Source: an optimization exercise on an open RTL-to-GDS flow (aim: small area and a short achievable clock period). Production flows keep margins and buffers that such runs may drop.
RTL that was checked went through simulation tests only; none was proved equivalent to the original.
Only the layout flow was run in runs 2 to 5; the RTL was not checked for function there.
Power and IR drop assume default switching activity.

[config.mk]
export PLATFORM = sky130hd
export DESIGN_NAME = arm_exe
export DESIGN_NICKNAME = arm_exe
export VERILOG_FILES = /design/flow/design.v
export SDC_FILE = /design/flow/constraint.sdc
export NUM_CORES = 4
export LEC_CHECK = 0
export ABC_AREA = 1
export CAP_MARGIN = 20
export CORE_MARGIN = 2
export CORE_UTILIZATION = 45
export PLACE_DENSITY = 0.65
export SETUP_SLACK_MARGIN = 3.8
export SLEW_MARGIN = 20
[design.v]
module Val2gen (
    input         m,
    input         I,
    input  [31:0] Val_RM,
    input  [11:0] imm,
    input  [11:0] shift_operand,
    output [31:0] Val2
);
wire [4:0] n   = shift_operand[11:7];
wire [1:0] st  = shift_operand[6:5];
wire       t_lsl = (st == 2'b00);
wire       t_ror = (st == 2'b11);
wire       t_asr = (st == 2'b10);
wire       nm    = ~m;
wire       sh    = nm & ~I;
wire [30:0] hi;
wire [31:0] lo;
genvar i;
generate
    for (i = 0; i < 31; i = i + 1) begin : g_hi
        wire rs = (t_ror & Val_RM[i]) | (t_asr & Val_RM[31]) | (t_lsl & Val_RM[i+1]);
        if (i < 8)
            assign hi[i] = I ? imm[i] : rs;
        else
            assign hi[i] = ~I & rs;
    end
    for (i = 0; i < 32; i = i + 1) begin : g_lo
        if (i < 8)
            assign lo[i] = sh ? (~t_lsl & Val_RM[i]) : imm[i];
        else if (i < 12)
            assign lo[i] = sh ? (~t_lsl & Val_RM[i]) : (m & imm[i]);
        else if (i < 31)
            assign lo[i] = sh & ~t_lsl & Val_RM[i];
        else
            assign lo[i] = sh & (t_lsl ? Val_RM[0] : Val_RM[31]);
    end
endgenerate
wire [4:0] k = {5{nm}} & (I ? {imm[11:8], 1'b0} : (n ^ {5{t_lsl}}));
wire [62:0] s0 = {hi, lo};
wire [46:0] s4 = k[4] ? s0[62:16] : s0[46:0];
wire [38:0] s3 = k[3] ? s4[46:8]  : s4[38:0];
wire [34:0] s2 = k[2] ? s3[38:4]  : s3[34:0];
wire [32:0] s1 = k[1] ? s2[34:2]  : s2[32:0];
assign Val2    = k[0] ? s1[32:1]  : s1[31:0];
endmodule
module ALU (input [3:0] ALU_Comnd,
            input [31:0] Val1, Val2,
            input C,
            output [31:0] ALU_out,
            output [3:0] SR);
wire [3:0] cmd = ALU_Comnd;
wire add   = cmd == 4'b0010;
wire adc   = cmd == 4'b0011;
wire sub   = cmd == 4'b0100;
wire sbc   = cmd == 4'b0101;
wire arith = add | adc | sub | sbc;
wire neg   = sub | sbc;
wire pos   = add | adc;
wire cin   = ((adc | sbc) & C) | sub;
reg [3:0] t;
always @(*) begin
    case (cmd)
    4'b0001: t = 4'b1010;            
    4'b1001: t = 4'b0101;            
    4'b0010, 4'b0011,
    4'b1000: t = 4'b0110;            
    4'b0100, 4'b0101: t = 4'b1001;   
    4'b0110: t = 4'b1000;            
    4'b0111: t = 4'b1110;            
    default: t = 4'b0000;
    endcase
end
wire [31:0] A = Val1, B = Val2;
wire [31:0] X, g, k;
genvar i;
generate
    for (i = 0; i < 32; i = i + 1) begin : g_bit
        assign X[i] = t[{A[i], B[i]}];
        assign g[i] = A[i] & ((B[i] & pos) | (~B[i] & neg));
        assign k[i] = (A[i] & arith) | (B[i] & pos) | (~B[i] & neg);
    end
endgenerate
wire [32:0] c;       
prefix_carry #(.N(32), .TYPE(1)) pc (.g(g), .k(k), .cin(cin), .c(c));
assign ALU_out = X ^ c[31:0];
wire [31:0] zb = ~(X ^ {k[30:0], cin});
wire Z1 = &zb;
wire N1 = ALU_out[31];
wire C1 = c[32] ^ neg;
wire V1 = arith & ~(A[31] ^ B[31] ^ neg) & (A[31] ^ c[31]);
assign SR = {Z1, C1, N1, V1};
endmodule
module prefix_carry #(parameter N = 32, parameter TYPE = 1) (
    input  [N-1:0] g, k,
    input          cin,
    output [N:0]   c
);
localparam L = 5;    
localparam S = 2*L;
wire [N*(S+1)-1:0] G, K;
genvar s, i;
generate
    for (i = 0; i < N; i = i + 1) begin : g_l0
        if (i == 0) begin : g_c
            assign G[0] = g[0] | (k[0] & cin);
            assign K[0] = 1'b0;
        end else begin : g_n
            assign G[i] = g[i];
            assign K[i] = k[i];
        end
    end
    for (s = 1; s <= S; s = s + 1) begin : g_st
        for (i = 0; i < N; i = i + 1) begin : g_b
            localparam integer J =
                (TYPE == 0) ? ((s <= L && i >= (1 << (s-1))) ? i - (1 << (s-1)) : -1) :
                (TYPE == 1) ? ((s <= L && ((i >> (s-1)) & 1)) ? ((i >> (s-1)) << (s-1)) - 1 : -1) :
                (TYPE == 2) ? ((s <= L) ? ((((i + 1) % (1 << s)) == 0) ? i - (1 << (s-1)) : -1)
                                        : ((s < S && ((i + 1) % (1 << (S-s))) == (1 << (S-s-1)) && i >= (1 << (S-s)))
                                              ? i - (1 << (S-s-1)) : -1)) :
                      ((s <= L) ? (((i % 2) == 1 && i >= (1 << (s-1))) ? i - (1 << (s-1)) : -1)
                            : ((s == L+1 && (i % 2) == 0 && i > 0) ? i - 1 : -1));
            if (J >= 0) begin : g_op
                assign G[s*N+i] = G[(s-1)*N+i] | (K[(s-1)*N+i] & G[(s-1)*N+J]);
                assign K[s*N+i] = K[(s-1)*N+i] & K[(s-1)*N+J];
            end else begin : g_pass
                assign G[s*N+i] = G[(s-1)*N+i];
                assign K[s*N+i] = K[(s-1)*N+i];
            end
        end
    end
endgenerate
assign c = {G[S*N +: N], cin};
endmodule
module EXE_stage(
                input [31:0] PC,
                input MEM_R_EN,
                input MEM_W_EN,
                input [3:0] EXE_CMD,
                input S,
                input I,
                input [31:0] Val_RN,
                input [31:0] Val_RM,
                input [11:0] imm,
                input [11:0] shift_operand,
                input signed [23:0] signed_immed_24,
                input [3:0] status,
                output wire [31:0] BranchAddr,
                output [3:0] status_out,
                output wire [31:0] ALU_out
                );
wire [31:0] Val2;
            Val2gen val2gen_instance (
                                      .m(MEM_R_EN|MEM_W_EN),
                                      .I(I),
                                      .Val_RM(Val_RM),
                                      .imm(imm),
                                      .shift_operand(shift_operand),
                                      .Val2(Val2)
                                     );
wire [24:0] ba_lo = {1'b0, PC[25:2]} + {1'b0, signed_immed_24};
wire        ba_c  = ba_lo[24];
wire        ba_s  = signed_immed_24[23];
wire [5:0]  ba_h  = PC[31:26];
wire [5:0]  ba_hi;
genvar j;
generate
    for (j = 0; j < 6; j = j + 1) begin : g_hi
        wire ones  = (j == 0) ? 1'b1 : &ba_h[(j == 0 ? 0 : j-1):0];
        wire zeros = (j == 0) ? 1'b1 : ~|ba_h[(j == 0 ? 0 : j-1):0];
        assign ba_hi[j] = ba_h[j] ^ ((ba_c & ~ba_s & ones) | (~ba_c & ba_s & zeros));
    end
endgenerate
assign BranchAddr = {ba_hi, ba_lo[23:0], PC[1:0]};
            ALU alu_instance(
                             .ALU_Comnd(EXE_CMD),
                             .Val1(Val_RN),
                             .Val2(Val2),
                             .C(status[2]),
                             .ALU_out(ALU_out),
                             .SR(status_out)
                            );
endmodule
module arm_exe (
    input             clk,
    input             rst,
    input      [31:0] PC,
    input             MEM_R_EN,
    input             MEM_W_EN,
    input      [3:0]  EXE_CMD,
    input             I,
    input      [31:0] Val_RN,
    input      [31:0] Val_RM,
    input      [11:0] imm,
    input      [11:0] shift_operand,
    input      [23:0] signed_immed_24,
    input      [3:0]  status,
    output reg [31:0] BranchAddr,
    output reg [3:0]  status_out,
    output reg [31:0] ALU_out
);
wire [31:0] branch_w, alu_w;
wire [3:0]  status_w;
EXE_stage exe (
    .PC(PC), .MEM_R_EN(MEM_R_EN), .MEM_W_EN(MEM_W_EN), .EXE_CMD(EXE_CMD),
    .S(1'b0), .I(I), .Val_RN(Val_RN), .Val_RM(Val_RM), .imm(imm),
    .shift_operand(shift_operand), .signed_immed_24(signed_immed_24),
    .status(status), .BranchAddr(branch_w), .status_out(status_w),
    .ALU_out(alu_w)
);
always @(posedge clk or posedge rst) begin
    if (rst) begin
        BranchAddr <= 32'b0;
        status_out <= 4'b0;
        ALU_out    <= 32'b0;
    end else begin
        BranchAddr <= branch_w;
        status_out <= status_w;
        ALU_out    <= alu_w;
    end
end
endmodule
[flow/abc.script]
strash
dch
map -D 3500
buffer -c
upsize -c
dnsize -c
[standard.sh]
#!/bin/bash
# synth_recipe.tcl (not shown) runs the flow's synth.tcl, then flattens the netlist and writes it again
# the make line also repeats each setting of config.mk as NAME=value (left out here)
make -C /OpenROAD-flow-scripts/flow DESIGN_CONFIG=/design/flow/config.mk WORK_HOME=/design/flow/orfs CLKGATE_MAP_FILE= SYNTH_SCRIPT=/design/flow/synth_recipe.tcl "${@:-finish}"
[flow/run.sh]
#!/bin/bash
# Own layout flow: the standard ORFS flow (standard.sh) with these changes:
#  - synthesis maps with the ABC script in flow/abc.script (map with a
#    3.5 ns delay target and area recovery, in place of ORFS's own scripts),
#  - the port buffers that global placement inserts are buf_1 cells,
#  - clock tree synthesis uses small buffers and no dummy loads.
# Everything else (synthesis script, floorplan, power grid, tap cells,
# placement, CTS, routing) is the standard flow. Each tool's output goes
# to the ORFS logs under orfs/logs; make's own output to flow_make.log.
set -euo pipefail
W=$(pwd)
rm -rf "$W/own_scripts"
cp -r "$FLOW_HOME/scripts" "$W/own_scripts"
cp "$W/flow/abc.script" "$W/own_scripts/abc_area.script"
export SCRIPTS_DIR="$W/own_scripts"
export BUFFER_PORTS_ARGS="-buffer_cell sky130_fd_sc_hd__buf_1"
# clock tree of clkbuf_4 and clkbuf_8 cells, and
# no dummy loads
export CTS_ARGS="-sink_clustering_enable -repair_clock_nets -buf_list \"sky130_fd_sc_hd__clkbuf_4 sky130_fd_sc_hd__clkbuf_8\" -dont_use_dummy_load"
bash "$W/standard.sh" > "$W/flow_make.log" 2>&1
[constraint.sdc]
create_clock -name core_clock -period 10.0 [get_ports {clk}]
set_input_delay 2.0000 -clock core_clock [delete_from_list [all_inputs] [get_ports {clk}]]
set_output_delay 2.0000 -clock core_clock [all_outputs]
set_load 0.01 [all_outputs]
==> results.cfg, run 1 <==
[sta]
finalHoldViolCount = 0
report.final.slew_viol_count = 0
fmax_ghz = 0.169
tightest_slew_ns = 0.957
final.setup.tns_ns = 0
setup_viol = 0
rsz0062_at_grt = yes
period_minus_slack_ns = 5.91
finalCritPeriodShare_pct = 59.1
slew_headroom_pct = 35.8

[detailed_routing]
ant_nets = 0
viasPerCell = 5.50
drc_errors = 0
dr.first_iter.drc_count = 866
wl_per_cell_um = 15.6
drtPass1Iterations = 5
totalWireLength_um = 29300
num_vias = 10300

[global_route]
grt_first_pass_wirelength_um = 44600
grt_max_degree = 68
grt_pass1_vias = 9088
track_usage_pct = 26.9
grt-ovfl-total = 0
antenna_found_initial = 0

[hold_path]
worstHoldStart = PC[1]
hold_class = primary input to register

[yosys]
synthTopCellsByArea = dfrtp_1 19%, nand2_1 14%, a21oi_1 7.0%
yosysTopAreaCellShare_pct = 18.9
yosysTopAreaCell = dfrtp_1
synth_edf_count = 0
dominantRegCellSynth = dfrtp_1
ys_types = 61
syn_nets = 1612
synthCells = 1428
synth.most_common_cell = nand2_1
ys_ff_latch = 67
syn_avg_cell_area_um2 = 6.23
yosysWarnings = 2
syn-cell-area_um2 = 8890
synth_async_sr_flop_share_pct = 100
synth_common_cells = 336 x nand2_1, 125 x a21oi_1, 123 x o21ai_0
yosysSeqAreaShare_pct = 18.9

[die]
core_area_um2 = 19400
start_util_pct = 45.8
die_y_um = 145
fp-row-count = 51
io_pins = 225
dieArea_um2 = 20900
die_w_um = 145

[worst_setup_path]
worst_ep_arrival_time_ns = 6.16
cp.required_ns = 10.26
critPathMaxFanout = 21
criticalPathCategory = primary input to register
cp-end-kind = register
critPathLaunchType = primary input
worstSetupStartpoint = shift_operand[6]

[placed_design]
portBuffers = 216
dp_hpwl_um = 22200
dp.cells = 1853
globalplace.congestion = 0.955

[clock_tree]
clkTransAtPathRegs_ns = 0.08
cts_tree = done
cts_root_buffer = clkbuf_8
cts_buffers = 9
htreeDepth = 3
clkSinkCount = 67
cts_buffer_depth = 2
holdBufCountCts = 0

[finish]
stdcell_count = 1879
syn_to_final_growth_pct = 14.2
nets = 1800
antenna_cells = 0
drive_above_1_share_pct = 9.48

[run]
drv_cap = 0

[power]
ir_worst_vdd_uv = 60.1
power_leakage_nw = 4.55
powerDensity_nw_per_um2 = 112

[run_status]
status = no timing/DRC/antenna violations
[state kept, by name, summed over array words and instances, names as in the netlist]
register    cells
status_out      4
BranchAddr     32
ALU_out        31
[through the flow]
| step | instance area (um^2) | power [W] | worst slack (ns) | hold slack (ns) | utilization [%] |
|---|---|---|---|---|---|
| 2_1_floorplan | 8890 | 0.000759 | 4.61 | 2.03 | - |
| 3_3_place_gp | 9740 | 0.000923 | 2.24 | 2.10 | 50.2 |
| 3_5_place_dp | 9740 | 0.000929 | 2.21 | 2.11 | 50.2 |
| 4_1_cts | 9900 | 0.00112 | 3.82 | 1.73 | 51.0 |
| 5_1_grt | 10200 | 0.00123 | 3.77 | 1.73 | 52.4 |
| 6_report | 10200 | 0.00114 | 4.09 | 1.74 | 52.4 |
[metal layers]
metal / up-vias / track usage [%] / part of all wire, %
met5: - / 0 / 0
met4: 0 / 9.04 / 2.9
met3: 69 / 4.90 / 8.6
met2: 459 / 44.8 / 46
met1: 4620 / 35.1 / 43
li1: 5181 / - / -
[cell type report]
type / count / area, um^2
fill: 2069 / 9240
multi-input combinational: 1146 / 6390
sequential: 67 / 1680
timing repair buffer: 238 / 1010
inverter: 151 / 602
tap: 265 / 332
clock buffer: 9 / 124
timing repair inverter: 3 / 17.5
[power breakdown]
group	internal, W	total (W)	switching [W]
combinational	0.000203	0.000612	0.000409
clock	0.0000805	0.000188	0.000108
sequential	0.000324	0.000336	0.0000127
total	0.000607	0.00114	0.000529
[layout by cell type, fill, tap and decap left out, drive strengths merged, types with 4 or more instances in the layout]
cell type  Yosys  final
inv          148    145
a31oi         20     20
clkinvlp       0      5
nor2         125    127
or2           10     10
nor4           7      7
xnor2         28     28
o221ai         5      5
nand3         22     22
dfrtp         67     67
o21ai        273    273
o22ai          6      6
a211oi         8      8
nor3          10     10
clkinv         3      4
a22oi         24     24
ha            26     26
buf           47    237
nand4          5      5
a21oi        130    130
o211ai        15     15
clkbuf        21     10
o21bai         4      4
nand2        343    345
o31ai          6      6
xor2          60     60
[path summary, 6_finish.rpt]
check	endpoint	slack, ns	cells past startpoint
worst min-delay path	BranchAddr[1]$_DFF_PP0_	1.74	1
max in group asynchronous	status_out[1]$_DFF_PP0_	7.59	3
worst max-delay path	status_out[0]$_DFF_PP0_	4.09	26
min in group asynchronous	BranchAddr[2]$_DFF_PP0_	1.85	3
[worst max-delay path, cell delays in order]
cell       delay [ns]
clkbuf_2         0.25
nor2_8           0.10
inv_2            0.22
nand2_4          0.21
inv_6            0.22
nand2_1          0.12
o21ai_1          0.30
o21ai_1          0.16
o21ai_1          0.19
nand2_1          0.07
nand3_1          0.10
o21ai_2          0.12
o21ai_1          0.21
o21ai_2          0.10
o21ai_2          0.21
a22oi_2          0.11
nor3_2           0.21
o2111ai_1        0.13
nand2_1          0.17
inv_2            0.08
nor3_2           0.11
or2_4            0.22
nand4_1          0.18
nand2_2          0.14
xor2_1           0.19
nor3_2           0.05
[what timing repair did]
| action | in CTS | in global routing |
|---|---|---|
| gates resized for setup | 10 | 37 |
| endpoints found under the setup margin | 31 | 26 |
| pin swaps | 1 | 2 |
| gates cloned | 2 | 5 |
| endpoints found under the hold margin | 0 | 0 |
| setup buffers | 0 | 10 |
[cells by family (layout without fill, tap and decap cells)]
| group | count (synthesis) | in the layout | synth area share [%] |
|---|---|---|---|
| AO/OA/AOI/OAI | 503 | 503 | 33.1 |
| flip-flops | 67 | 67 | 18.9 |
| multiplexers | 1 | 1 | 0.127 |
| adder cells (fa/ha/maj) | 28 | 28 | 4.01 |
| XOR/XNOR | 88 | 88 | 8.88 |
| buffers and inverters | 219 | 401 | 10.8 |
| AND/OR/NAND/NOR | 522 | 526 | 24.2 |
==> run 2, diff against run 1 <==
--- a/design.v
+++ b/design.v
@@ -10,6 +10,4 @@
 wire [1:0] st  = shift_operand[6:5];
 wire       t_lsl = (st == 2'b00);
-wire       t_ror = (st == 2'b11);
-wire       t_asr = (st == 2'b10);
 wire       nm    = ~m;
 wire       sh    = nm & ~I;
@@ -19,9 +17,18 @@
 generate
     for (i = 0; i < 31; i = i + 1) begin : g_hi
-        wire rs = (t_ror & Val_RM[i]) | (t_asr & Val_RM[31]) | (t_lsl & Val_RM[i+1]);
-        if (i < 8)
+        reg rs;
+        always @(*) begin
+            case (st)
+            2'b00:   rs = Val_RM[i+1];
+            2'b01:   rs = 1'b0;
+            2'b10:   rs = Val_RM[31];
+            default: rs = Val_RM[i];
+            endcase
+        end
+        if (i < 8) begin : g_i
             assign hi[i] = I ? imm[i] : rs;
-        else
+        end else begin : g_z
             assign hi[i] = ~I & rs;
+        end
     end
     for (i = 0; i < 32; i = i + 1) begin : g_lo
@@ -158,18 +165,5 @@
                                       .Val2(Val2)
                                      );
-wire [24:0] ba_lo = {1'b0, PC[25:2]} + {1'b0, signed_immed_24};
-wire        ba_c  = ba_lo[24];
-wire        ba_s  = signed_immed_24[23];
-wire [5:0]  ba_h  = PC[31:26];
-wire [5:0]  ba_hi;
-genvar j;
-generate
-    for (j = 0; j < 6; j = j + 1) begin : g_hi
-        wire ones  = (j == 0) ? 1'b1 : &ba_h[(j == 0 ? 0 : j-1):0];
-        wire zeros = (j == 0) ? 1'b1 : ~|ba_h[(j == 0 ? 0 : j-1):0];
-        assign ba_hi[j] = ba_h[j] ^ ((ba_c & ~ba_s & ones) | (~ba_c & ba_s & zeros));
-    end
-endgenerate
-assign BranchAddr = {ba_hi, ba_lo[23:0], PC[1:0]};
+branch_adder badd_instance (.PC(PC), .off(signed_immed_24), .BA(BranchAddr));
             ALU alu_instance(
                              .ALU_Comnd(EXE_CMD),
@@ -180,4 +174,151 @@
                              .SR(status_out)
                             );
+endmodule
+module branch_adder (
+    input  [31:0] PC,
+    input  [23:0] off,
+    output [31:0] BA
+);
+wire [23:0] a = PC[25:2];
+wire [23:0] b = off;
+wire [23:0] s;
+wire [4:0] c0_0;
+wire [3:0] s0_0;
+assign c0_0[0] = 1'b0;
+assign s0_0[0] = a[0] ^ b[0] ^ c0_0[0];
+assign c0_0[1] = (a[0] & b[0]) | (c0_0[0] & (a[0] ^ b[0]));
+assign s0_0[1] = a[1] ^ b[1] ^ c0_0[1];
+assign c0_0[2] = (a[1] & b[1]) | (c0_0[1] & (a[1] ^ b[1]));
+assign s0_0[2] = a[2] ^ b[2] ^ c0_0[2];
+assign c0_0[3] = (a[2] & b[2]) | (c0_0[2] & (a[2] ^ b[2]));
+assign s0_0[3] = a[3] ^ b[3] ^ c0_0[3];
+assign c0_0[4] = (a[3] & b[3]) | (c0_0[3] & (a[3] ^ b[3]));
+assign s[3:0] = s0_0;
+wire bc1 = c0_0[4];
+wire [4:0] c1_0;
+wire [3:0] s1_0;
+assign c1_0[0] = 1'b0;
+assign s1_0[0] = a[4] ^ b[4] ^ c1_0[0];
+assign c1_0[1] = (a[4] & b[4]) | (c1_0[0] & (a[4] ^ b[4]));
+assign s1_0[1] = a[5] ^ b[5] ^ c1_0[1];
+assign c1_0[2] = (a[5] & b[5]) | (c1_0[1] & (a[5] ^ b[5]));
+assign s1_0[2] = a[6] ^ b[6] ^ c1_0[2];
+assign c1_0[3] = (a[6] & b[6]) | (c1_0[2] & (a[6] ^ b[6]));
+assign s1_0[3] = a[7] ^ b[7] ^ c1_0[3];
+assign c1_0[4] = (a[7] & b[7]) | (c1_0[3] & (a[7] ^ b[7]));
+wire [4:0] c1_1;
+wire [3:0] s1_1;
+assign c1_1[0] = 1'b1;
+assign s1_1[0] = a[4] ^ b[4] ^ c1_1[0];
+assign c1_1[1] = (a[4] & b[4]) | (c1_1[0] & (a[4] ^ b[4]));
+assign s1_1[1] = a[5] ^ b[5] ^ c1_1[1];
+assign c1_1[2] = (a[5] & b[5]) | (c1_1[1] & (a[5] ^ b[5]));
+assign s1_1[2] = a[6] ^ b[6] ^ c1_1[2];
+assign c1_1[3] = (a[6] & b[6]) | (c1_1[2] & (a[6] ^ b[6]));
+assign s1_1[3] = a[7] ^ b[7] ^ c1_1[3];
+assign c1_1[4] = (a[7] & b[7]) | (c1_1[3] & (a[7] ^ b[7]));
+assign s[7:4] = bc1 ? s1_1 : s1_0;
+wire bc2 = bc1 ? c1_1[4] : c1_0[4];
+wire [5:0] c2_0;
+wire [4:0] s2_0;
+assign c2_0[0] = 1'b0;
+assign s2_0[0] = a[8] ^ b[8] ^ c2_0[0];
+assign c2_0[1] = (a[8] & b[8]) | (c2_0[0] & (a[8] ^ b[8]));
+assign s2_0[1] = a[9] ^ b[9] ^ c2_0[1];
+assign c2_0[2] = (a[9] & b[9]) | (c2_0[1] & (a[9] ^ b[9]));
+assign s2_0[2] = a[10] ^ b[10] ^ c2_0[2];
+assign c2_0[3] = (a[10] & b[10]) | (c2_0[2] & (a[10] ^ b[10]));
+assign s2_0[3] = a[11] ^ b[11] ^ c2_0[3];
+assign c2_0[4] = (a[11] & b[11]) | (c2_0[3] & (a[11] ^ b[11]));
+assign s2_0[4] = a[12] ^ b[12] ^ c2_0[4];
+assign c2_0[5] = (a[12] & b[12]) | (c2_0[4] & (a[12] ^ b[12]));
+wire [5:0] c2_1;
+wire [4:0] s2_1;
+assign c2_1[0] = 1'b1;
+assign s2_1[0] = a[8] ^ b[8] ^ c2_1[0];
+assign c2_1[1] = (a[8] & b[8]) | (c2_1[0] & (a[8] ^ b[8]));
+assign s2_1[1] = a[9] ^ b[9] ^ c2_1[1];
+assign c2_1[2] = (a[9] & b[9]) | (c2_1[1] & (a[9] ^ b[9]));
+assign s2_1[2] = a[10] ^ b[10] ^ c2_1[2];
+assign c2_1[3] = (a[10] & b[10]) | (c2_1[2] & (a[10] ^ b[10]));
+assign s2_1[3] = a[11] ^ b[11] ^ c2_1[3];
+assign c2_1[4] = (a[11] & b[11]) | (c2_1[3] & (a[11] ^ b[11]));
+assign s2_1[4] = a[12] ^ b[12] ^ c2_1[4];
+assign c2_1[5] = (a[12] & b[12]) | (c2_1[4] & (a[12] ^ b[12]));
+assign s[12:8] = bc2 ? s2_1 : s2_0;
+wire bc3 = bc2 ? c2_1[5] : c2_0[5];
+wire [5:0] c3_0;
+wire [4:0] s3_0;
+assign c3_0[0] = 1'b0;
+assign s3_0[0] = a[13] ^ b[13] ^ c3_0[0];
+assign c3_0[1] = (a[13] & b[13]) | (c3_0[0] & (a[13] ^ b[13]));
+assign s3_0[1] = a[14] ^ b[14] ^ c3_0[1];
+assign c3_0[2] = (a[14] & b[14]) | (c3_0[1] & (a[14] ^ b[14]));
+assign s3_0[2] = a[15] ^ b[15] ^ c3_0[2];
+assign c3_0[3] = (a[15] & b[15]) | (c3_0[2] & (a[15] ^ b[15]));
+assign s3_0[3] = a[16] ^ b[16] ^ c3_0[3];
+assign c3_0[4] = (a[16] & b[16]) | (c3_0[3] & (a[16] ^ b[16]));
+assign s3_0[4] = a[17] ^ b[17] ^ c3_0[4];
+assign c3_0[5] = (a[17] & b[17]) | (c3_0[4] & (a[17] ^ b[17]));
+wire [5:0] c3_1;
+wire [4:0] s3_1;
+assign c3_1[0] = 1'b1;
+assign s3_1[0] = a[13] ^ b[13] ^ c3_1[0];
+assign c3_1[1] = (a[13] & b[13]) | (c3_1[0] & (a[13] ^ b[13]));
+assign s3_1[1] = a[14] ^ b[14] ^ c3_1[1];
+assign c3_1[2] = (a[14] & b[14]) | (c3_1[1] & (a[14] ^ b[14]));
+assign s3_1[2] = a[15] ^ b[15] ^ c3_1[2];
+assign c3_1[3] = (a[15] & b[15]) | (c3_1[2] & (a[15] ^ b[15]));
+assign s3_1[3] = a[16] ^ b[16] ^ c3_1[3];
+assign c3_1[4] = (a[16] & b[16]) | (c3_1[3] & (a[16] ^ b[16]));
+assign s3_1[4] = a[17] ^ b[17] ^ c3_1[4];
+assign c3_1[5] = (a[17] & b[17]) | (c3_1[4] & (a[17] ^ b[17]));
+assign s[17:13] = bc3 ? s3_1 : s3_0;
+wire bc4 = bc3 ? c3_1[5] : c3_0[5];
+wire [6:0] c4_0;
+wire [5:0] s4_0;
+assign c4_0[0] = 1'b0;
+assign s4_0[0] = a[18] ^ b[18] ^ c4_0[0];
+assign c4_0[1] = (a[18] & b[18]) | (c4_0[0] & (a[18] ^ b[18]));
+assign s4_0[1] = a[19] ^ b[19] ^ c4_0[1];
+assign c4_0[2] = (a[19] & b[19]) | (c4_0[1] & (a[19] ^ b[19]));
+assign s4_0[2] = a[20] ^ b[20] ^ c4_0[2];
+assign c4_0[3] = (a[20] & b[20]) | (c4_0[2] & (a[20] ^ b[20]));
+assign s4_0[3] = a[21] ^ b[21] ^ c4_0[3];
+assign c4_0[4] = (a[21] & b[21]) | (c4_0[3] & (a[21] ^ b[21]));
+assign s4_0[4] = a[22] ^ b[22] ^ c4_0[4];
+assign c4_0[5] = (a[22] & b[22]) | (c4_0[4] & (a[22] ^ b[22]));
+assign s4_0[5] = a[23] ^ b[23] ^ c4_0[5];
+assign c4_0[6] = (a[23] & b[23]) | (c4_0[5] & (a[23] ^ b[23]));
+wire [6:0] c4_1;
+wire [5:0] s4_1;
+assign c4_1[0] = 1'b1;
+assign s4_1[0] = a[18] ^ b[18] ^ c4_1[0];
+assign c4_1[1] = (a[18] & b[18]) | (c4_1[0] & (a[18] ^ b[18]));
+assign s4_1[1] = a[19] ^ b[19] ^ c4_1[1];
+assign c4_1[2] = (a[19] & b[19]) | (c4_1[1] & (a[19] ^ b[19]));
+assign s4_1[2] = a[20] ^ b[20] ^ c4_1[2];
+assign c4_1[3] = (a[20] & b[20]) | (c4_1[2] & (a[20] ^ b[20]));
+assign s4_1[3] = a[21] ^ b[21] ^ c4_1[3];
+assign c4_1[4] = (a[21] & b[21]) | (c4_1[3] & (a[21] ^ b[21]));
+assign s4_1[4] = a[22] ^ b[22] ^ c4_1[4];
+assign c4_1[5] = (a[22] & b[22]) | (c4_1[4] & (a[22] ^ b[22]));
+assign s4_1[5] = a[23] ^ b[23] ^ c4_1[5];
+assign c4_1[6] = (a[23] & b[23]) | (c4_1[5] & (a[23] ^ b[23]));
+assign s[23:18] = bc4 ? s4_1 : s4_0;
+wire bc5 = bc4 ? c4_1[6] : c4_0[6];
+wire       ba_c = bc5;
+wire       ba_s = off[23];
+wire [5:0] h    = PC[31:26];
+wire [5:0] hi;
+genvar i;
+generate
+    for (i = 0; i < 6; i = i + 1) begin : g_hi
+        wire ones  = (i == 0) ? 1'b1 : &h[(i == 0 ? 0 : i-1):0];
+        wire zeros = (i == 0) ? 1'b1 : ~|h[(i == 0 ? 0 : i-1):0];
+        assign hi[i] = h[i] ^ ((ba_c & ~ba_s & ones) | (~ba_c & ba_s & zeros));
+    end
+endgenerate
+assign BA = {hi, s, PC[1:0]};
 endmodule
 module arm_exe (
--- a/flow/run.sh
+++ b/flow/run.sh
@@ -3,4 +3,5 @@
 #  - synthesis maps with the ABC script in flow/abc.script (map with a
 #    3.5 ns delay target and area recovery, in place of ORFS's own scripts),
+#  - no full/half-adder cell extraction before ABC (ABC maps the adders),
 #  - the port buffers that global placement inserts are buf_1 cells,
 #  - clock tree synthesis uses small buffers and no dummy loads.
@@ -14,4 +15,5 @@
 cp "$W/flow/abc.script" "$W/own_scripts/abc_area.script"
 export SCRIPTS_DIR="$W/own_scripts"
+export ADDER_MAP_FILE=
 export BUFFER_PORTS_ARGS="-buffer_cell sky130_fd_sc_hd__buf_1"
 # clock tree of clkbuf_4 and clkbuf_8 cells, and
--- a/config.mk
+++ b/config.mk
@@ -9,6 +9,6 @@
 export CAP_MARGIN = 20
 export CORE_MARGIN = 2
-export CORE_UTILIZATION = 45
-export PLACE_DENSITY = 0.65
-export SETUP_SLACK_MARGIN = 3.8
+export CORE_UTILIZATION = 40
+export PLACE_DENSITY = 0.6
+export SETUP_SLACK_MARGIN = 3.6
 export SLEW_MARGIN = 20
==> results.cfg, run 2 <==
[detailed_routing]
ant_nets = 0
drtPass1Iterations = 5
viasPerCell = 5.48
totalWireLength_um = 30400
drc_errors = 0
num_vias = 10400
wl_per_cell_um = 16.0
dr.first_iter.drc_count = 728

[finish]
nFillCells = 2286
drive_above_1_share_pct = 8.85
final_cell_mix = 384 x nand2_1, 213 x buf_1, 144 x o21ai_0
reg_top3 = BranchAddr x32, ALU_out x31, status_out x4
nets = 1787
syn_to_final_growth_pct = 18.2
largest_reg_flops = 32
stdcell_count = 1905
final_common_cell = nand2_1
top_register = BranchAddr

[die]
start_util_pct = 40.8
die_y_um = 151
io_pins = 225
dieArea_um2 = 22700
fp-row-count = 53
core_area_um2 = 21000
die_w_um = 151

[yosys]
syn_avg_cell_area_um2 = 6.00
synth_edf_count = 0
yosysTopAreaCell = dfrtp_1
yosysWarnings = 3
syn_nets = 1589
synthCells = 1432
synth_async_sr_flop_share_pct = 100
dominantRegCellSynth = dfrtp_1
synthTopCellsByArea = dfrtp_1 20%, nand2_1 17%, o21ai_0 9.6%
synth_common_cells = 386 x nand2_1, 165 x o21ai_0, 144 x inv_1
ys_types = 60
syn-cell-area_um2 = 8590
yosysTopAreaCellShare_pct = 19.5
ys_ff_latch = 67
synth.most_common_cell = nand2_1
yosysSeqAreaShare_pct = 19.5

[sta]
finalHoldViolCount = 0
final.setup.tns_ns = 0
setup_viol = 0
rsz0062_at_grt = no
slew_headroom_pct = 40.9
fmax_ghz = 0.162
tightest_slew_ns = 0.885
finalCritPeriodShare_pct = 61.9
report.final.slew_viol_count = 0
period_minus_slack_ns = 6.19

[power]
clkPwrFrac_pct = 15.9
powerDensity_nw_per_um2 = 112
ir_worst_vdd_uv = 59.3
power_leakage_nw = 4.54
power_switching_share_pct = 46.0
p_comb_share_pct = 54.0
design_power_total_w = 0.00113
internal_power_w = 0.000613
power.switching_w = 0.000522
power_frac_seq_pct = 30.1

[global_route]
grt-ovfl-total = 0
track_usage_pct = 25.4
grt_pass1_vias = 9232
grt_max_degree = 68
antenna_found_initial = 1
grt_first_pass_wirelength_um = 46100

[worst_setup_path]
critPathLaunchType = primary input
cp.required_ns = 10.27
criticalPathCategory = primary input to register
cp-end-kind = register
critPathMaxFanout = 61
worst_ep_arrival_time_ns = 6.47

[clock_tree]
clkSinkCount = 67
cts_root_buffer = clkbuf_8
cts_buffer_depth = 2
cts_tree = done
cts_buffers = 9
holdBufCountCts = 0
htreeDepth = 3
clkTransAtPathRegs_ns = 0.07

[hold_path]
hold_class = primary input to register

[placed_design]
dp.cells = 1863
globalplace.congestion = 0.931
portBuffers = 216
dp_hpwl_um = 22700

[run]
drv_cap = 0

[run_status]
status = no timing/DRC/antenna violations
## run 2: per-stage QoR
stage / area [um^2] / hold WS [ns] / util [%] / worst slack, ns
floorplan: 8590 / 2.03 / - / 4.49
global placement: 9510 / 2.11 / 45.2 / 2.68
detailed placement: 9510 / 2.12 / 45.2 / 2.60
CTS: 9740 / 1.75 / 46.3 / 3.58
global route: 10100 / 1.75 / 48.3 / 3.56
finish: 10100 / 1.75 / 48.3 / 3.81
## run 2: power by group through the flow
stage / combinational, W / sequential, W / clock, W
2_1_floorplan: 0.000371 / 0.000376 / 0
3_3_place_gp: 0.000571 / 0.000344 / 0
3_5_place_dp: 0.000578 / 0.000347 / 0
4_1_cts: 0.000586 / 0.000342 / 0.000186
5_1_grt: 0.000685 / 0.000347 / 0.000196
6_report: 0.000613 / 0.000341 / 0.000180
## run 2: timing repair
action,in CTS,in global routing
resized for setup,11,68
setup endpoints to repair,25,24
buffers inserted,6,17
gates cloned,3,5
hold endpoints to repair,0,0
pin swaps,2,11
## run 2: area by class of cell
class                   instances  area [um^2]  area share [%]
well taps                     275          344            3.39
flip-flops and latches         67         1680            16.5
multi-input cells            1143         6160            60.7
repair inverters                3         20.0           0.197
clock buffers                   9          124            1.22
diodes                          2         5.00          0.0493
repair buffers                254         1210            11.9
inverters                     152          607            5.98
## run 2: final timing paths
path / start / end / cells after the start
worst max-delay path: shift_operand[6] / status_out[2]$_DFF_PP0_ / 26
worst min-delay path: PC[1] / BranchAddr[1]$_DFF_PP0_ / 1
max in group asynchronous: rst / BranchAddr[18]$_DFF_PP0_ / 3
min in group asynchronous: rst / ALU_out[2]$_DFF_PP0_ / 3
## run 2: cells by family after synthesis
group | count (synthesis) | synth area share, %
buffers and inverters | 225 | 10.8
AO/OA/AOI/OAI | 462 | 32.2
XOR/XNOR | 85 | 8.67
AND/OR/NAND/NOR | 589 | 28.3
flip-flops | 67 | 19.5
multiplexers | 4 | 0.466
## run 2: worst max-delay path: stages
cell and delay [ns]:
clkbuf_4 0.17, nor2_4 0.16, buf_12 0.15, xnor2_1 0.13, nand2_2 0.17, nand2_8 0.21
inv_16 0.10, nand2_1 0.09, nand2_1 0.10, o21ai_0 0.41, o21ai_0 0.18, nand2_1 0.08
o21ai_0 0.10, nand2_1 0.07, o21ai_1 0.17, o21ai_0 0.31, o21ai_2 0.14, nor2_1 0.21
a221oi_1 0.10, and2_4 0.20, nor3_2 0.18, o211ai_1 0.18, o21ai_2 0.27, nand4_2 0.15
a31oi_1 0.23, xor2_1 0.15
## run 2: metal layers
| layer | track usage (%) | wire (um) | vias up |
|---|---|---|---|
| li1 | - | - | 5184 |
| met1 | 32.7 | 12800 | 4707 |
| met2 | 43.4 | 14200 | 464 |
| met3 | 2.24 | 2110 | 75 |
| met4 | 11.0 | 1350 | 0 |
| met5 | 0 | 0 | - |
==> run 3, diff against run 2 <==
==> flow/abc.script (replaced) <==
strash
dch
map -D 4000
buffer -c
upsize -c
dnsize -c
==> results.cfg, run 3 <==
[power]
powerDensity_nw_per_um2 = 112
power_leakage_nw = 4.57
ir_worst_vdd_uv = 59.8

[finish]
nFillCells = 2287
nets = 1781
final_cell_mix = 360 x nand2_1, 213 x buf_1, 155 x o21ai_0
top_register = BranchAddr
antenna_cells = 0
final_common_cell = nand2_1
reg_top3 = BranchAddr x32, ALU_out x31, status_out x4
seqCellArea_um2 = 1680
multi_input_area_um2 = 6230
drive_above_1_share_pct = 11.4
syn_to_final_growth_pct = 20.9
largest_reg_flops = 32

[detailed_routing]
num_vias = 10500
drc_errors = 0
drtPass1Iterations = 7
ant_nets = 0
wl_per_cell_um = 16.4
viasPerCell = 5.53
dr.first_iter.drc_count = 1027
totalWireLength_um = 31000

[yosys]
yosysSeqAreaShare_pct = 19.6
synthTopCellsByArea = dfrtp_1 20%, nand2_1 16%, o21ai_0 11%
synth.most_common_cell = nand2_1
yosysWarnings = 3
syn-cell-area_um2 = 8540
synth_edf_count = 0
yosysTopAreaCellShare_pct = 19.6
dominantRegCellSynth = dfrtp_1
ys_ff_latch = 67
syn_nets = 1573
syn_avg_cell_area_um2 = 6.03
synth_common_cells = 363 x nand2_1, 190 x o21ai_0, 140 x inv_1
synth_async_sr_flop_share_pct = 100
synthCells = 1416
yosysTopAreaCell = dfrtp_1
ys_types = 61

[clock_tree]
cts_root_buffer = clkbuf_8
cts_buffers = 9
cts_buffer_depth = 2
clkTransAtPathRegs_ns = 0.07
htreeDepth = 3
clkSinkCount = 67
cts_tree = done

[run_status]
status = no timing/DRC/antenna violations

[sta]
report.final.slew_viol_count = 0
slew_headroom_pct = 39.9
tightest_slew_ns = 0.901
finalHoldViolCount = 0
finalCritPeriodShare_pct = 61.9
rsz0062_at_grt = yes
setup_viol = 0
fmax_ghz = 0.162
hold_slack_ns = 1.74
final.setup.tns_ns = 0
period_minus_slack_ns = 6.19

[global_route]
grt-ovfl-total = 0
grt_first_pass_wirelength_um = 46300
grt_pass1_vias = 9237
antenna_found_initial = 0
grt_max_degree = 68
track_usage_pct = 25.8

[die]
die_w_um = 150
fp-row-count = 53
die_y_um = 150
io_pins = 225
start_util_pct = 40.6
dieArea_um2 = 22500
core_area_um2 = 21000

[worst_setup_path]
criticalPathCategory = primary input to register
cp.required_ns = 10.29
cp-end-kind = register
critPathLaunchType = primary input
slowest_stage = a31oi_4
crit_path_frequent_cell = nand2_1
slowest_delay_ns = 0.24
worst_ep_arrival_time_ns = 6.48
critPathMaxFanout = 6

[placed_design]
globalplace.congestion = 0.974
dp_hpwl_um = 22600
portBuffers = 216

[hold_path]
hold_class = primary input to register
min_path_cells = 1
worstHoldStart = PC[0]
whs_endpoint = BranchAddr[0]$_DFF_PP0_

[run]
drv_cap = 0
==> run 3: cell count changes in the layout (fill, tap and decap cells not counted), sizes merged, moves of 4 or more <==
cell,change
buf,+10
nand2,-11
a31oi,-4
and2,-4
xor2,+10
nor2,-9
==> run 3: through the flow <==
| step | power, W | instances | cell area (um^2) | setup slack (ns) | utilization (%) |
|---|---|---|---|---|---|
| CTS | 0.00112 | 1865 | 9730 | 3.61 | 46.3 |
| floorplan | 0.000747 | 1416 | 8540 | 4.34 | - |
| finish | 0.00115 | 1897 | 10300 | 3.81 | 49.2 |
| detailed placement | 0.000928 | 1849 | 9480 | 2.26 | 45.1 |
| global placement | 0.000920 | 1849 | 9480 | 2.28 | 45.1 |
| global route | 0.00124 | 1897 | 10300 | 3.52 | 49.2 |
==> run 3: timing repair <==
action,4_1_cts,5_1_grt
setup endpoints to repair,28,23
resized for setup,23,95
pin swaps,4,14
cloned,1,9
hold buffers,0,0
setup buffers,6,23
==> run 3: area by class of cell <==
type | count | share of cell area, %
repair buffers | 267 | 13.0
flip-flops and latches | 67 | 16.2
well taps | 275 | 3.33
repair inverters | 2 | 0.0969
clock buffers | 9 | 1.20
inverters | 152 | 5.86
multi-input cells | 1125 | 60.3
==> run 3: worst max-delay path by stage <==
stage                     start                 endpoint  cells past startpoint
3_3_place_gp   shift_operand[5]    ALU_out[30]$_DFF_PP0_                     32
2_1_floorplan          MEM_W_EN    ALU_out[30]$_DFF_PP0_                     33
5_1_grt        shift_operand[5]  status_out[0]$_DFF_PP0_                     32
6_report       shift_operand[5]  status_out[0]$_DFF_PP0_                     32
4_1_cts        shift_operand[6]    ALU_out[30]$_DFF_PP0_                     33
3_5_place_dp   shift_operand[5]    ALU_out[22]$_DFF_PP0_                     27
==> run 3: logic make-up (layout without fill, tap and decap cells) <==
group | after synthesis | after routing | share of synthesized area, %
buffers and inverters | 225 | 430 | 10.8
AOI/OAI and AO/OA | 464 | 464 | 32.2
xor gates and xnor gates | 92 | 92 | 9.43
and+or+nand+nor | 566 | 567 | 27.7
muxes | 2 | 2 | 0.234
DFF | 67 | 67 | 19.6
==> run 3: metal layers <==
| layer | track usage (%) | share of wire [%] |
|---|---|---|
| met5 | 0 | 0 |
| met4 | 6.65 | 1.9 |
| met3 | 4.18 | 8.7 |
| met2 | 43.1 | 46 |
| met1 | 34.6 | 44 |
==> run 3: worst max-delay path: cells and delay by family <==
family                 cells  cell delay [ns]
AND/OR/NAND/NOR           11             1.29
AO/OA/AOI/OAI             12             1.97
XOR/XNOR                   1             0.14
buffers and inverters      8             1.07
==> run 3: where the power goes <==
| group | switching, W | total, W | internal (W) |
|---|---|---|---|
| sequential | 0.0000156 | 0.000342 | 0.000326 |
| combinational | 0.000416 | 0.000630 | 0.000214 |
| clock | 0.000100 | 0.000180 | 0.0000801 |
| total | 0.000532 | 0.00115 | 0.000621 |
==> run 4, diff against run 3 <==
==> flow/abc.script (replaced) <==
strash
dch
map -D 3500
buffer -c
upsize -c
dnsize -c
--- a/config.mk
+++ b/config.mk
@@ -11,4 +11,4 @@
 export CORE_UTILIZATION = 40
 export PLACE_DENSITY = 0.6
-export SETUP_SLACK_MARGIN = 3.6
+export SETUP_SLACK_MARGIN = 3.3
 export SLEW_MARGIN = 20
==> results.cfg, run 4 <==
[run_status]
status = no timing/DRC/antenna violations

[clock_tree]
clkTransAtPathRegs_ns = 0.08
holdBufCountCts = 0
cts_buffers = 9
htreeDepth = 3
cts_root_buffer = clkbuf_8
cts_buffer_depth = 2
cts_tree = done
clkSinkCount = 67

[yosys]
yosysSeqAreaShare_pct = 19.5
synth.most_common_cell = nand2_1
syn_avg_cell_area_um2 = 6.00
yosysWarnings = 3
synthTopCellsByArea = dfrtp_1 20%, nand2_1 17%, o21ai_0 9.6%
synth_edf_count = 0
dominantRegCellSynth = dfrtp_1
synthCells = 1432
synth_common_cells = 386 x nand2_1, 165 x o21ai_0, 144 x inv_1
ys_ff_latch = 67
ys_types = 60
syn_nets = 1589
yosysTopAreaCellShare_pct = 19.5
synth_async_sr_flop_share_pct = 100
yosysTopAreaCell = dfrtp_1
syn-cell-area_um2 = 8590

[die]
io_pins = 225
fp-row-count = 53
dieArea_um2 = 22700
die_w_um = 151
start_util_pct = 40.8
core_area_um2 = 21000
die_y_um = 151

[global_route]
grt_pass1_vias = 9188
track_usage_pct = 25.3
antenna_found_initial = 1
grt_max_degree = 68
grt-ovfl-total = 0
grt_first_pass_wirelength_um = 46000

[finish]
final_common_cell = nand2_1
reg_top3 = BranchAddr x32, ALU_out x31, status_out x4
stdcell_count = 1889
drive_above_1_share_pct = 6.64
largest_reg_flops = 32
final_area_um2 = 9790
final_cell_mix = 385 x nand2_1, 215 x buf_1, 156 x o21ai_0
syn_to_final_growth_pct = 14.0
nets = 1771
top_register = BranchAddr

[detailed_routing]
totalWireLength_um = 29600
met1Wirelength_um = 12800
drtPass1Iterations = 5
drc_errors = 0
num_vias = 10300
ant_nets = 0
dr.first_iter.drc_count = 690
viasPerCell = 5.43
wl_per_cell_um = 15.7
dr_wl_met3_um = 1890
routed-wl-met2_um = 13700
routed.top_layer = met4

[worst_setup_path]
critical-path-top-delay-family = compound AO/OA/AOI/OAI gates
critPathMaxFanout = 61
cp-end-kind = register
crit_path_frequent_cell = o21ai_0
worst_ep_arrival_time_ns = 6.68
critPathLaunchType = primary input
crit_buf_inv = 3
criticalPathCategory = primary input to register
slowest_delay_ns = 0.36
cp.required_ns = 10.28
slowest_stage = o21ai_1

[power]
design_power_total_w = 0.00111
power.switching_w = 0.000511
internal_power_w = 0.000602
power_switching_share_pct = 45.9
power_leakage_nw = 4.40
ir_worst_vdd_uv = 58.0
power_frac_seq_pct = 30.6
p_comb_share_pct = 53.3
powerDensity_nw_per_um2 = 114
clkPwrFrac_pct = 16.0

[placed_design]
place_area_um2 = 9510
dp.cells = 1863
portBuffers = 216
globalplace.congestion = 0.931
dp_hpwl_um = 22700
dpl_worst_slack_ns = 2.60

[sta]
finalCritPeriodShare_pct = 64.0
rsz0062_at_grt = no
setup_viol = 0
report.final.slew_viol_count = 0
finalHoldViolCount = 0
fmax_ghz = 0.156
finalWorstSetupSlack_ns = 3.60
final.setup.tns_ns = 0
slew_headroom_pct = 40.9
period_minus_slack_ns = 6.40
tightest_slew_ns = 0.885

[hold_path]
hold_class = primary input to register

[run]
drv_cap = 0
-- run 4: cell types whose count changed in the layout (fill, tap and decap cells not counted), sizes merged, moves of 4 or more --
cell and delta:
a31oi +4, and2 +4, buf -20, clkbuf -7
nand2 +10, nor2 +8, xor2 -10
-- run 4: power by group through the flow --
stage	registers, W	clock network (W)	logic (W)
2_1_floorplan	0.000376	0	0.000371
3_3_place_gp	0.000344	0	0.000571
3_5_place_dp	0.000347	0	0.000578
4_1_cts	0.000342	0.000186	0.000583
5_1_grt	0.000347	0.000196	0.000665
6_report	0.000341	0.000179	0.000594
-- run 4: metal layers --
layer	up-vias	track usage, %
met5	-	0
met4	0	10.8
met3	64	2.24
met2	390	43.3
met1	4667	32.6
li1	5145	-
-- run 4: layout make-up --
class / count / area (um^2)
flip-flops and latches: 67 / 1680
well taps: 275 / 344
repair buffers: 240 / 1010
repair inverters: 3 / 17.5
diodes: 2 / 5.00
inverters: 152 / 592
multi-input cells: 1141 / 6020
fillers: 2314 / 11200
clock buffers: 9 / 124
-- run 4: path summary, 6_finish.rpt --
check	startpoint	end	depth (start not counted)
setup / recovery	shift_operand[5]	ALU_out[27]$_DFF_PP0_	25
hold / removal	PC[1]	BranchAddr[1]$_DFF_PP0_	1
max in group asynchronous	rst	BranchAddr[18]$_DFF_PP0_	3
min in group asynchronous	rst	ALU_out[2]$_DFF_PP0_	3
-- run 4: timing repair --
action	CTS	global route
endpoints found under the hold margin	0	0
gates resized for setup	4	19
gates cloned	3	1
setup buffers	1	10
pin swaps	2	3
endpoints found under the setup margin	15	23
-- run 4: cell families (layout without fill, tap and decap cells) --
| family | after synthesis | count (layout) | synth area share [%] |
|---|---|---|---|
| mux | 4 | 4 | 0.466 |
| compound gates | 462 | 462 | 32.2 |
| xor+xnor | 85 | 85 | 8.67 |
| flops | 67 | 67 | 19.5 |
| other cells | 0 | 2 | 0 |
| simple gates | 589 | 590 | 28.3 |
| buf+inv | 225 | 404 | 10.8 |
-- run 4: per-stage QoR --
stage | hold WS [ns] | util (%)
after detailed placement | 2.12 | 45.2
after global routing | 1.75 | 46.6
after global placement | 2.11 | 45.2
final | 1.76 | 46.6
after CTS | 1.75 | 46.0
after floorplan | 2.03 | -
==> run 5, diff against run 4 <==
--- a/config.mk
+++ b/config.mk
@@ -9,6 +9,6 @@
 export CAP_MARGIN = 20
 export CORE_MARGIN = 2
-export CORE_UTILIZATION = 40
-export PLACE_DENSITY = 0.6
-export SETUP_SLACK_MARGIN = 3.3
+export CORE_UTILIZATION = 50
+export PLACE_DENSITY = 0.7
+export SETUP_SLACK_MARGIN = 3.8
 export SLEW_MARGIN = 20
==> results.cfg, run 5 <==
[worst_setup_path]
critPathMaxFanout = 12
critPathLaunchType = primary input
criticalPathCategory = primary input to register
worst_ep_arrival_time_ns = 6.35
crit_path_frequent_cell = o21ai_2
slowest_delay_ns = 0.30
cp.required_ns = 10.29
slowest_stage = o21ai_2
cp-end-kind = register

[clock_tree]
clkSinkCount = 67
clkTransAtPathRegs_ns = 0.06
holdBufCountCts = 0
htreeDepth = 3
cts_tree = done
cts_buffers = 9
cts_buffer_depth = 2
cts_root_buffer = clkbuf_8

[hold_path]
hold_class = primary input to register
min_path_cells = 1

[yosys]
synth_common_cells = 386 x nand2_1, 165 x o21ai_0, 144 x inv_1
ys_types = 60
syn-cell-area_um2 = 8590
ys_ff_latch = 67
synth_edf_count = 0
dominantRegCellSynth = dfrtp_1
syn_nets = 1589
synthCells = 1432
yosysTopAreaCellShare_pct = 19.5
yosysTopAreaCell = dfrtp_1
syn_avg_cell_area_um2 = 6.00
synth_async_sr_flop_share_pct = 100
synthTopCellsByArea = dfrtp_1 20%, nand2_1 17%, o21ai_0 9.6%
yosysWarnings = 3
synth.most_common_cell = nand2_1
yosysSeqAreaShare_pct = 19.5

[finish]
antenna_cells = 0
nets = 1823
final_area_um2 = 10700
stdcell_count = 1884
top_register = BranchAddr
syn_to_final_growth_pct = 24.7
multi_input_area_um2 = 6430
final_common_cell = nand2_1
reg_top3 = BranchAddr x32, ALU_out x31, status_out x4
largest_reg_flops = 32
seqCellArea_um2 = 1680
nFillCells = 1630
final_cell_mix = 379 x nand2_1, 211 x buf_1, 138 x inv_1
drive_above_1_share_pct = 13.6

[detailed_routing]
wl_per_cell_um = 17.0
drc_errors = 0
dr.first_iter.drc_count = 1359
drtPass1Iterations = 6
viasPerCell = 5.83
ant_nets = 0
num_vias = 11000
totalWireLength_um = 32000

[placed_design]
globalplace.congestion = 0.993
dp.cells = 1806
dp_hpwl_um = 22000
portBuffers = 216
place_area_um2 = 9430

[global_route]
grt-ovfl-total = 0
grt_first_pass_wirelength_um = 47000
grt_max_degree = 68
track_usage_pct = 32.3
antenna_found_initial = 0
grt_pass1_vias = 9372

[power]
design_power_total_w = 0.00118
power_leakage_nw = 4.84
ir_worst_vdd_uv = 66.7
powerDensity_nw_per_um2 = 110

[sta]
fmax_ghz = 0.165
final.setup.tns_ns = 0
period_minus_slack_ns = 6.06
slew_headroom_pct = 28.4
rsz0062_at_grt = no
finalCritPeriodShare_pct = 60.6
finalHoldViolCount = 0
setup_viol = 0
tightest_slew_ns = 1.07
report.final.slew_viol_count = 0

[die]
fp-row-count = 47
dieArea_um2 = 18200
start_util_pct = 51.4
core_area_um2 = 16700
die_w_um = 135
io_pins = 225
die_y_um = 135

[run_status]
status = no timing/DRC/antenna violations

[run]
drv_cap = 0
[run 5: cell counts after synthesis]
Identical to the previous run, type by type.
[run 5: per-layer routing]
metal | up-vias | global-route usage [%] | wire length [um]
met5 | - | 0 | 0
met4 | 0 | 11.3 | 1450
met3 | 134 | 6.16 | 3340
met2 | 620 | 54.2 | 14600
met1 | 4968 | 41.5 | 12600
li1 | 5262 | - | -
[run 5: cells by family after synthesis]
family / share of synthesized area [%]
DFF: 19.5
muxes: 0.466
AOI/OAI and AO/OA: 32.2
buffers and inverters: 10.8
xor gates and xnor gates: 8.67
and+or+nand+nor: 28.3
[run 5: power by group]
| part | internal (W) | switching, W |
|---|---|---|
| clock | 0.0000801 | 0.0000967 |
| sequential | 0.000325 | 0.0000151 |
| combinational | 0.000227 | 0.000434 |
| total | 0.000632 | 0.000546 |
[run 5: area by class of cell]
cell class	instances	share of cell area (%)
timing repair inverter	5	0.362
tap	220	2.57
timing repair buffer	287	14.3
multi-input combinational	1144	60.1
sequential	67	15.7
inverter	152	5.89
clock buffer	9	1.16
[run 5: repair_timing]
item	4_1_cts	5_1_grt
endpoints found under the setup margin	27	26
buffers inserted	12	45
pin swaps	8	42
resized for setup	25	157
gates cloned	6	6
[run 5: worst max-delay path, delay by kind of cell]
kind | cells | cell delay (ns)
AO/OA/AOI/OAI | 14 | 2.41
AND/OR/NAND/NOR | 10 | 1.32
buffers and inverters | 4 | 0.58
[run 5: final timing paths]
path,end,from,slack [ns]
max in group asynchronous,ALU_out[6]$_DFF_PP0_,rst,7.56
worst max-delay path,status_out[0]$_DFF_PP0_,shift_operand[6],3.94
worst min-delay path,BranchAddr[1]$_DFF_PP0_,PC[1],1.74
min in group asynchronous,status_out[0]$_DFF_PP0_,rst,1.87
[run 5: per-stage QoR]
| step | util, % | hold WS [ns] | setup WS [ns] |
|---|---|---|---|
| 3_5_place_dp | 56.4 | 2.11 | 2.53 |
| 6_report | 64.1 | 1.74 | 3.94 |
| 5_1_grt | 64.1 | 1.74 | 3.64 |
| 4_1_cts | 58.7 | 1.73 | 3.80 |
| 3_3_place_gp | 56.4 | 2.10 | 2.55 |
| 2_1_floorplan | - | 2.03 | 4.49 |

## port drivers added, routing unchanged
In the flow no input, the clock included, has a driving cell. The finished layouts below were timed again as built, in two steps.
Step 1 (the two cells are an assumption about what drives the block):
set clk [get_ports {clk}]
set_driving_cell -lib_cell sky130_fd_sc_hd__clkbuf_16 $clk
set_driving_cell -lib_cell sky130_fd_sc_hd__buf_2 [delete_from_list [all_inputs] $clk]
Step 2 adds t to the input delays and takes it off the output delays; t is the mean of the earliest and latest rising clock arrival at the registers after step 1. Input paths then give back, and output paths get back, about the clock's delay inside the block.
Three values: no drivers, after step 1, after step 2; two values: the first two.
| run | t (ns) | setup slack, ns | worst register clock-pin slew, ns | worst slew at a driven data input, ns |
|---|---|---|---|---|
| run 1 | 0.401 | 4.093 / 4.100 / 3.698 | 0.09 / 0.09 | 0.07 |
| run 2 | 0.392 | 3.808 / 3.827 / 3.435 | 0.08 / 0.08 | 0.09 |
| run 3 | 0.406 | 3.812 / 3.835 / 3.429 | 0.10 / 0.10 | 0.08 |
| run 4 | 0.387 | 3.604 / 3.616 / 3.230 | 0.08 / 0.08 | 0.09 |
| run 5 | 0.394 | 3.939 / 3.949 / 3.554 | 0.08 / 0.08 | 0.06 |
After both steps setup and hold are still met in every run listed. For run 1, which loses most, drivers alone change the setup slack by +0.007 ns; drivers and shift together by -0.395 ns.
